This is an optimization exercise on Yosys and OpenROAD, whose aim is small area, a short achievable clock period and few clock cycles, not a production implementation.
Only simulation tests tie the RTL to the original design; equivalence was not proved.
No activity file was given, so power comes from the tool's default toggle rates.

==> inputs of raven <==
## fsm
module fsm(
    input [15:0] dataIn,
    input R_I,
    input reset,
    input clk,
    output reg r_o,
    output reg [1:0] err,
    output [31:0] dataOut,
    output ready
    );
==> module fsm, before the edit <==
module fsm(
    input [15:0] dataIn,
    input R_I,
    input reset,
    input clk,
    output reg r_o,
    output reg [1:0] err,
    output [31:0] dataOut,
    output ready
    );
    localparam [2:0] W1 = 3'd0, W2 = 3'd1, W3 = 3'd2, W4 = 3'd3,
                     MD = 3'd4, S1 = 3'd5, S2 = 3'd6, NORM = 3'd7;
    reg [2:0]  state;
    reg        rdy;
    reg [31:0] reg_x;
    reg [31:0] reg_n;
    reg [24:0] cnt;         
    reg        last;        
    reg [4:0]  it;
    reg [24:0] acc;         
    reg [24:0] rem;         
    reg [23:0] quo;
    reg [7:0]  mx_e;        
    reg [7:0]  sqe;         
    reg [7:0]  ad;          
    reg        e_gt, e_eq;  
    reg        mx_s;
    reg        sub;
    wire take = rdy & R_I;
    wire md = (state == MD);
    wire        fr_err, fr_inf;
    wire [24:0] fr_inc;
    checkfr_fsm FR(.num_in({reg_n[31:16], dataIn}), .res(fr_err), .inf(), .inc());
    checkfr_fsm FC(.num_in(reg_n), .res(), .inf(fr_inf), .inc(fr_inc));
    wire [24:0] tgt = {1'b1, reg_n[22:0], 1'b0};
    wire [23:0] xm = {1'b1, reg_x[22:0]};
    wire [2:0]  tri_b = (it[2:0] == 3'd7) ? xm[23:21] : xm[{2'b00, it[2:0]} * 5'd3 +: 3];
    wire [24:0] acc_nx;
    pow2_fsm PW(.m(xm), .acc(acc), .tri_b(tri_b), .last(it[2:0] == 3'd7), .acc_nx(acc_nx));
    wire [25:0] as_s;
    sum_fsm SD(.a(rem), .b(md ? xm : acc[23:0]), .sub(md | sub), .s(as_s));
    wire [24:0] rem_nx;
    wire [1:0]  qb;
    del_fsm DL(.r(rem), .d(xm), .t2(as_s), .r_nx(rem_nx), .q(qb));
    wire [7:0]  xe   = reg_x[30:23];
    wire        f24  = xm >= 24'hB504F4;           
    wire [7:0]  sq_e = {xe[6:0], 1'b0} + 8'd129 + {7'd0, f24};
    wire [8:0]  dsq  = {1'b0, sqe} - {1'b0, mx_e};
    wire [8:0]  dqt  = {1'b0, mx_e} - {1'b0, sqe};
    wire [22:0] sq_m = acc[24] ? acc[23:1] : acc[22:0];
    wire [30:0] sq   = {sqe, sq_m};
    wire        over = xe[7] ? (reg_x[30:0] > sq) : (reg_x[30:0] < sq);
    wire        sqdom = e_gt & (ad >= 8'd24);
    wire [22:0] qt_m = quo[23] ? quo[22:0] : {quo[21:0], 1'b0};
    wire        al_agt;
    wire [22:0] al_m;
    wire [23:0] al_sh;
    sum_align SA(.am(sq_m), .bm(qt_m), .e_gt(e_gt), .e_eq(e_eq), .ad(ad),
                 .a_gt(al_agt), .mx_m(al_m), .sh(al_sh));
    wire [24:0] mant = as_s[24:0];
    wire [7:0]  e_up = mx_e + 8'd1;
    task automatic finish_elem;
        begin
            r_o <= 1'b1;
            acc <= 25'd0;
            rem <= {1'b0, 1'b1, reg_n[22:0]};
            it <= 5'd0;
            if (last) begin
                rdy <= 1'b1;
                state <= W1;
            end else
                state <= MD;
        end
    endtask
    always @(posedge clk) begin
        if (reset) begin
            state <= W1;
            rdy <= 1'b1;
            r_o <= 1'b0;
        end else begin
            r_o <= 1'b0;
            case (state)
                W1: if (take) begin
                    reg_x[31:16] <= dataIn;
                    state <= W2;
                end
                W2: if (take) begin
                    reg_x[15:0] <= dataIn;
                    if ({reg_x[31:16], dataIn} == 32'd0) begin
                        err <= 2'b11;
                        r_o <= 1'b1;
                        state <= W1;
                    end else
                        state <= W3;
                end
                W3: if (take) begin
                    reg_n[31:16] <= dataIn;
                    state <= W4;
                end
                W4: if (take) begin
                    reg_n[15:0] <= dataIn;
                    r_o <= 1'b1;
                    if (fr_err) begin
                        err <= 2'b10;
                        reg_x <= 32'd0;
                        state <= W1;
                    end else begin
                        err <= 2'b00;
                        rdy <= 1'b0;
                        acc <= 25'd0;
                        rem <= {1'b0, 1'b1, reg_n[22:16], dataIn};
                        it <= 5'd0;
                        cnt <= fr_inc;
                        state <= MD;
                    end
                end
                MD: begin
                    if (it[3:0] <= 4'd7) acc <= acc_nx;
                    rem <= rem_nx;
                    quo <= {quo[21:0], qb};
                    it <= it + 5'd1;
                    case (it[3:0])
                        4'd0: begin
                            cnt  <= cnt + fr_inc;
                            sqe  <= sq_e;
                            mx_e <= reg_n[30:23] - xe + 8'd126;
                            sub  <= reg_n[31] ^ reg_x[31];
                        end
                        4'd1: begin
                            mx_e <= mx_e + {7'd0, quo[1]};
                            last <= !fr_inf && (cnt == tgt);
                        end
                        4'd2: begin
                            e_gt <= dqt[8];
                            e_eq <= (dsq == 9'd0);
                            ad   <= dsq[8] ? dqt[7:0] : dsq[7:0];
                            mx_e <= dsq[8] ? mx_e : sqe;
                        end
                        4'd8: begin
                            if (over) begin
                                err <= 2'b01;
                                reg_x <= 32'd0;
                                r_o <= 1'b1;
                                rdy <= 1'b1;
                                state <= W1;
                            end else if (sqdom) begin
                                reg_x <= {1'b0, sq};
                                finish_elem;
                            end
                        end
                        4'd11: state <= S1;
                        default: ;
                    endcase
                end
                S1: begin
                    rem <= {2'b01, al_m};
                    acc[23:0] <= al_sh;
                    mx_s <= al_agt ? 1'b0 : sub;
                    state <= S2;
                end
                S2: begin
                    if (mant[24]) begin
                        reg_x <= {mx_s, e_up, mant[23:1]};
                        finish_elem;
                    end else if (mant[23]) begin
                        reg_x <= {mx_s, mx_e, mant[22:0]};
                        finish_elem;
                    end else begin
                        rem <= mant;
                        it <= 5'd0;
                        state <= NORM;
                    end
                end
                NORM: begin
                    if (rem[23] || it == 5'd23) begin
                        reg_x <= {mx_s, mx_e, rem[22:0]};
                        finish_elem;
                    end else begin
                        rem <= {rem[23:0], 1'b0};
                        mx_e <= mx_e - 8'd1;
                        it <= it + 5'd1;
                    end
                end
                default: begin
                    state <= W1;
                    rdy <= 1'b1;
                end
            endcase
        end
    end
    assign dataOut = reg_x;
    assign ready = rdy;
endmodule
make LEC_CHECK=0 CAP_MARGIN=20 CORE_MARGIN=2 CORE_UTILIZATION=40 SETUP_SLACK_MARGIN=5 SLEW_MARGIN=20 finish   # period 10.0 ns
run.sh (not shown) runs the stock make flow with config.mk's settings and CLKGATE_MAP_FILE= SYNTH_SCRIPT=/design/flow/synth_recipe.tcl, a recipe that flattens the netlist after the stock synthesis.
==> harbor (differences from raven) <==
--- a/flow/design.v
+++ b/flow/design.v
@@ -104,24 +104,30 @@
     output ready
     );
-    localparam [2:0] W1 = 3'd0, W2 = 3'd1, W3 = 3'd2, W4 = 3'd3,
-                     MD = 3'd4, S1 = 3'd5, S2 = 3'd6, NORM = 3'd7;
-    reg [2:0]  state;
+    localparam [3:0] W1 = 4'd0, W2 = 4'd1, W3 = 4'd2, W4 = 4'd3, MD = 4'd4,
+                     S1 = 4'd5, S2 = 4'd6, NORM = 4'd7, ERRN = 4'd8;
+    reg [3:0]  state;
     reg        rdy;
-    reg [31:0] reg_x;
+    reg [31:0] reg_x;       
     reg [31:0] reg_n;
     reg [24:0] cnt;         
     reg        last;        
     reg [4:0]  it;
+    reg        first;       
+    reg [2:0]  tri_r;       
     reg [24:0] acc;         
     reg [24:0] rem;         
     reg [23:0] quo;
+    reg        asub;        
+    reg        bmd;         
     reg [7:0]  mx_e;        
     reg [7:0]  sqe;         
     reg [7:0]  ad;          
     reg        e_gt, e_eq;  
+    reg        ovr;         
+    reg        amb;         
+    reg        ovf;         
     reg        mx_s;
     reg        sub;
     wire take = rdy & R_I;
-    wire md = (state == MD);
     wire        fr_err, fr_inf;
     wire [24:0] fr_inc;
@@ -130,9 +136,21 @@
     wire [24:0] tgt = {1'b1, reg_n[22:0], 1'b0};
     wire [23:0] xm = {1'b1, reg_x[22:0]};
-    wire [2:0]  tri_b = (it[2:0] == 3'd7) ? xm[23:21] : xm[{2'b00, it[2:0]} * 5'd3 +: 3];
+    wire [2:0]  tri_b = first ? xm[2:0] : tri_r;
+    reg  [2:0]  tri_nx;
+    always @(*) begin
+        case (it[2:0])
+            3'd0: tri_nx = xm[5:3];
+            3'd1: tri_nx = xm[8:6];
+            3'd2: tri_nx = xm[11:9];
+            3'd3: tri_nx = xm[14:12];
+            3'd4: tri_nx = xm[17:15];
+            3'd5: tri_nx = xm[20:18];
+            default: tri_nx = xm[23:21];
+        endcase
+    end
     wire [24:0] acc_nx;
     pow2_fsm PW(.m(xm), .acc(acc), .tri_b(tri_b), .last(it[2:0] == 3'd7), .acc_nx(acc_nx));
     wire [25:0] as_s;
-    sum_fsm SD(.a(rem), .b(md ? xm : acc[23:0]), .sub(md | sub), .s(as_s));
+    sum_fsm SD(.a(rem), .b({reg_x[23] | bmd, reg_x[22:0]}), .sub(asub), .s(as_s));
     wire [24:0] rem_nx;
     wire [1:0]  qb;
@@ -155,10 +173,17 @@
     wire [24:0] mant = as_s[24:0];
     wire [7:0]  e_up = mx_e + 8'd1;
-    task automatic finish_elem;
+    task automatic next_elem;
         begin
-            r_o <= 1'b1;
             acc <= 25'd0;
             rem <= {1'b0, 1'b1, reg_n[22:0]};
             it <= 5'd0;
+            first <= 1'b1;
+            asub <= 1'b1;
+            bmd <= 1'b1;
+        end
+    endtask
+    task automatic present;
+        begin
+            r_o <= 1'b1;
             if (last) begin
                 rdy <= 1'b1;
@@ -195,18 +220,23 @@
                 W4: if (take) begin
                     reg_n[15:0] <= dataIn;
+                    rdy <= 1'b0;
+                    err <= 2'b00;
+                    cnt <= fr_inc;
+                    last <= 1'b0;
+                    acc <= 25'd0;
+                    rem <= {1'b0, 1'b1, reg_n[22:16], dataIn};
+                    it <= 5'd0;
+                    first <= 1'b1;
+                    asub <= 1'b1;
+                    bmd <= 1'b1;
+                    r_o <= !fr_err;
+                    state <= fr_err ? ERRN : MD;
+                end
+                ERRN: begin
+                    err <= 2'b10;
+                    reg_x <= 32'd0;
                     r_o <= 1'b1;
-                    if (fr_err) begin
-                        err <= 2'b10;
-                        reg_x <= 32'd0;
-                        state <= W1;
-                    end else begin
-                        err <= 2'b00;
-                        rdy <= 1'b0;
-                        acc <= 25'd0;
-                        rem <= {1'b0, 1'b1, reg_n[22:16], dataIn};
-                        it <= 5'd0;
-                        cnt <= fr_inc;
-                        state <= MD;
-                    end
+                    rdy <= 1'b1;
+                    state <= W1;
                 end
                 MD: begin
@@ -214,4 +244,6 @@
                     rem <= rem_nx;
                     quo <= {quo[21:0], qb};
+                    tri_r <= tri_nx;
+                    first <= 1'b0;
                     it <= it + 5'd1;
                     case (it[3:0])
@@ -225,4 +257,6 @@
                             mx_e <= mx_e + {7'd0, quo[1]};
                             last <= !fr_inf && (cnt == tgt);
+                            amb  <= (xe == sqe);
+                            ovr  <= xe[7] ? (xe > sqe) : (xe < sqe);
                         end
                         4'd2: begin
@@ -233,5 +267,6 @@
                         end
                         4'd8: begin
-                            if (over) begin
+                            ovf <= over;
+                            if (ovr) begin
                                 err <= 2'b01;
                                 reg_x <= 32'd0;
@@ -239,7 +274,8 @@
                                 rdy <= 1'b1;
                                 state <= W1;
-                            end else if (sqdom) begin
+                            end else if (!amb && sqdom) begin
                                 reg_x <= {1'b0, sq};
-                                finish_elem;
+                                next_elem;
+                                present;
                             end
                         end
@@ -249,30 +285,37 @@
                 end
                 S1: begin
-                    rem <= {2'b01, al_m};
-                    acc[23:0] <= al_sh;
-                    mx_s <= al_agt ? 1'b0 : sub;
-                    state <= S2;
+                    if (amb && ovf) begin
+                        err <= 2'b01;
+                        reg_x <= 32'd0;
+                        r_o <= 1'b1;
+                        rdy <= 1'b1;
+                        state <= W1;
+                    end else if (amb && sqdom) begin
+                        reg_x <= {1'b0, sq};
+                        next_elem;
+                        present;
+                    end else begin
+                        rem <= {2'b01, al_m};
+                        reg_x[23:0] <= al_sh;
+                        mx_s <= al_agt ? 1'b0 : sub;
+                        asub <= sub;
+                        bmd <= 1'b0;
+                        state <= S2;
+                    end
                 end
                 S2: begin
-                    if (mant[24]) begin
-                        reg_x <= {mx_s, e_up, mant[23:1]};
-                        finish_elem;
-                    end else if (mant[23]) begin
-                        reg_x <= {mx_s, mx_e, mant[22:0]};
-                        finish_elem;
-                    end else begin
-                        rem <= mant;
-                        it <= 5'd0;
+                    reg_x <= {mx_s, (mant[24] ? e_up : mx_e), (mant[24] ? mant[23:1] : mant[22:0])};
+                    next_elem;
+                    if (mant[24] || mant[23])
+                        present;
+                    else
                         state <= NORM;
-                    end
                 end
                 NORM: begin
-                    if (rem[23] || it == 5'd23) begin
-                        reg_x <= {mx_s, mx_e, rem[22:0]};
-                        finish_elem;
-                    end else begin
-                        rem <= {rem[23:0], 1'b0};
-                        mx_e <= mx_e - 8'd1;
-                        it <= it + 5'd1;
+                    reg_x[30:0] <= {reg_x[30:23] - 8'd1, reg_x[21:0], 1'b0};
+                    it <= it + 5'd1;
+                    if (reg_x[22] || it == 5'd22) begin
+                        it <= 5'd0;
+                        present;
                     end
                 end
==> maple (differences from raven) <==
--- a/flow/config.mk
+++ b/flow/config.mk
@@ -6,4 +6,5 @@
 export NUM_CORES = 4
 export LEC_CHECK = 0
+export ABC_AREA = 1
 export CAP_MARGIN = 20
 export CORE_MARGIN = 2
==> summary of the runs <==
The lowest clock-buffer cell count belongs to maple, the highest to harbor.
The highest non-clock buffer count belongs to raven, the lowest to harbor.
First-iteration DRC count, highest first: maple, raven, harbor.
harbor ran to the end with no violations. maple completed with no timing, DRC or antenna violations. raven ran to the end with no violations.
The highest hold slack belongs to harbor, the lowest to maple.
==> figures <==
Outcome: maple finished clean; raven finished clean; harbor finished clean
Multi-input gates: maple 3265; raven 2386; harbor 2328
Largest power group: maple combinational logic; raven the clock network; harbor combinational logic
Tapcell Cnt: maple 873; raven 846; harbor 837
Net switching power: maple 1440 uW; raven 717 uW; harbor 1570 uW
Worst-margin pin slew: maple 1.03 ns; raven 1.11 ns; harbor 1.11 ns
Origin of the critical flop-to-flop path: maple reg_x[16]; raven reg_x[21]; harbor quo[23]
Clock buffer instance count of the final layout: maple 30; raven 33; harbor 35
Ant diodes: maple 1; raven 2; harbor 0
Signal buffers: maple 150; raven 213; harbor 133
Testbench counts of raven, summed over its fixed seeds: cycles 17,123.
Testbench counts of harbor, summed over its fixed seeds: cycles 17,148.
Testbench counts of maple, summed over its fixed seeds: cycles 17,123.

## static timing again, ports no longer ideal
In the flow no input, the clock included, has a driving cell. The finished layouts below were timed again as built, in two steps. Step 1 assumes that a clkbuf_16 drives the clock port and a buf_2 every other input. Step 2 moves the port delays by t, midway between the first and last clock arrival at a register: inputs arrive t later, outputs are due t later. That takes back most of the time a late clock gives input paths. Three values: ideal ports, drivers, drivers and shift; two values: the first two.
| run | t, ns | setup slack, ns | worst setup path at the end | worst register clock-pin slew, ns | worst slew at a driven data input, ns |
|---|---|---|---|---|---|
| raven | 0.637 | 4.386 / 4.386 / 4.386 | register to register | 0.07 / 0.07 | 0.03 |
| harbor | 0.653 | 5.130 / 5.130 / 5.068 | input to register | 0.07 / 0.07 | 0.06 |
| maple | 0.611 | 5.074 / 5.074 / 4.650 | input to register | 0.07 / 0.07 | 0.03 |
After both steps every run listed still meets setup and hold. For maple, which loses most, drivers alone change the setup slack by 0.000 ns; drivers and shift together by -0.424 ns.
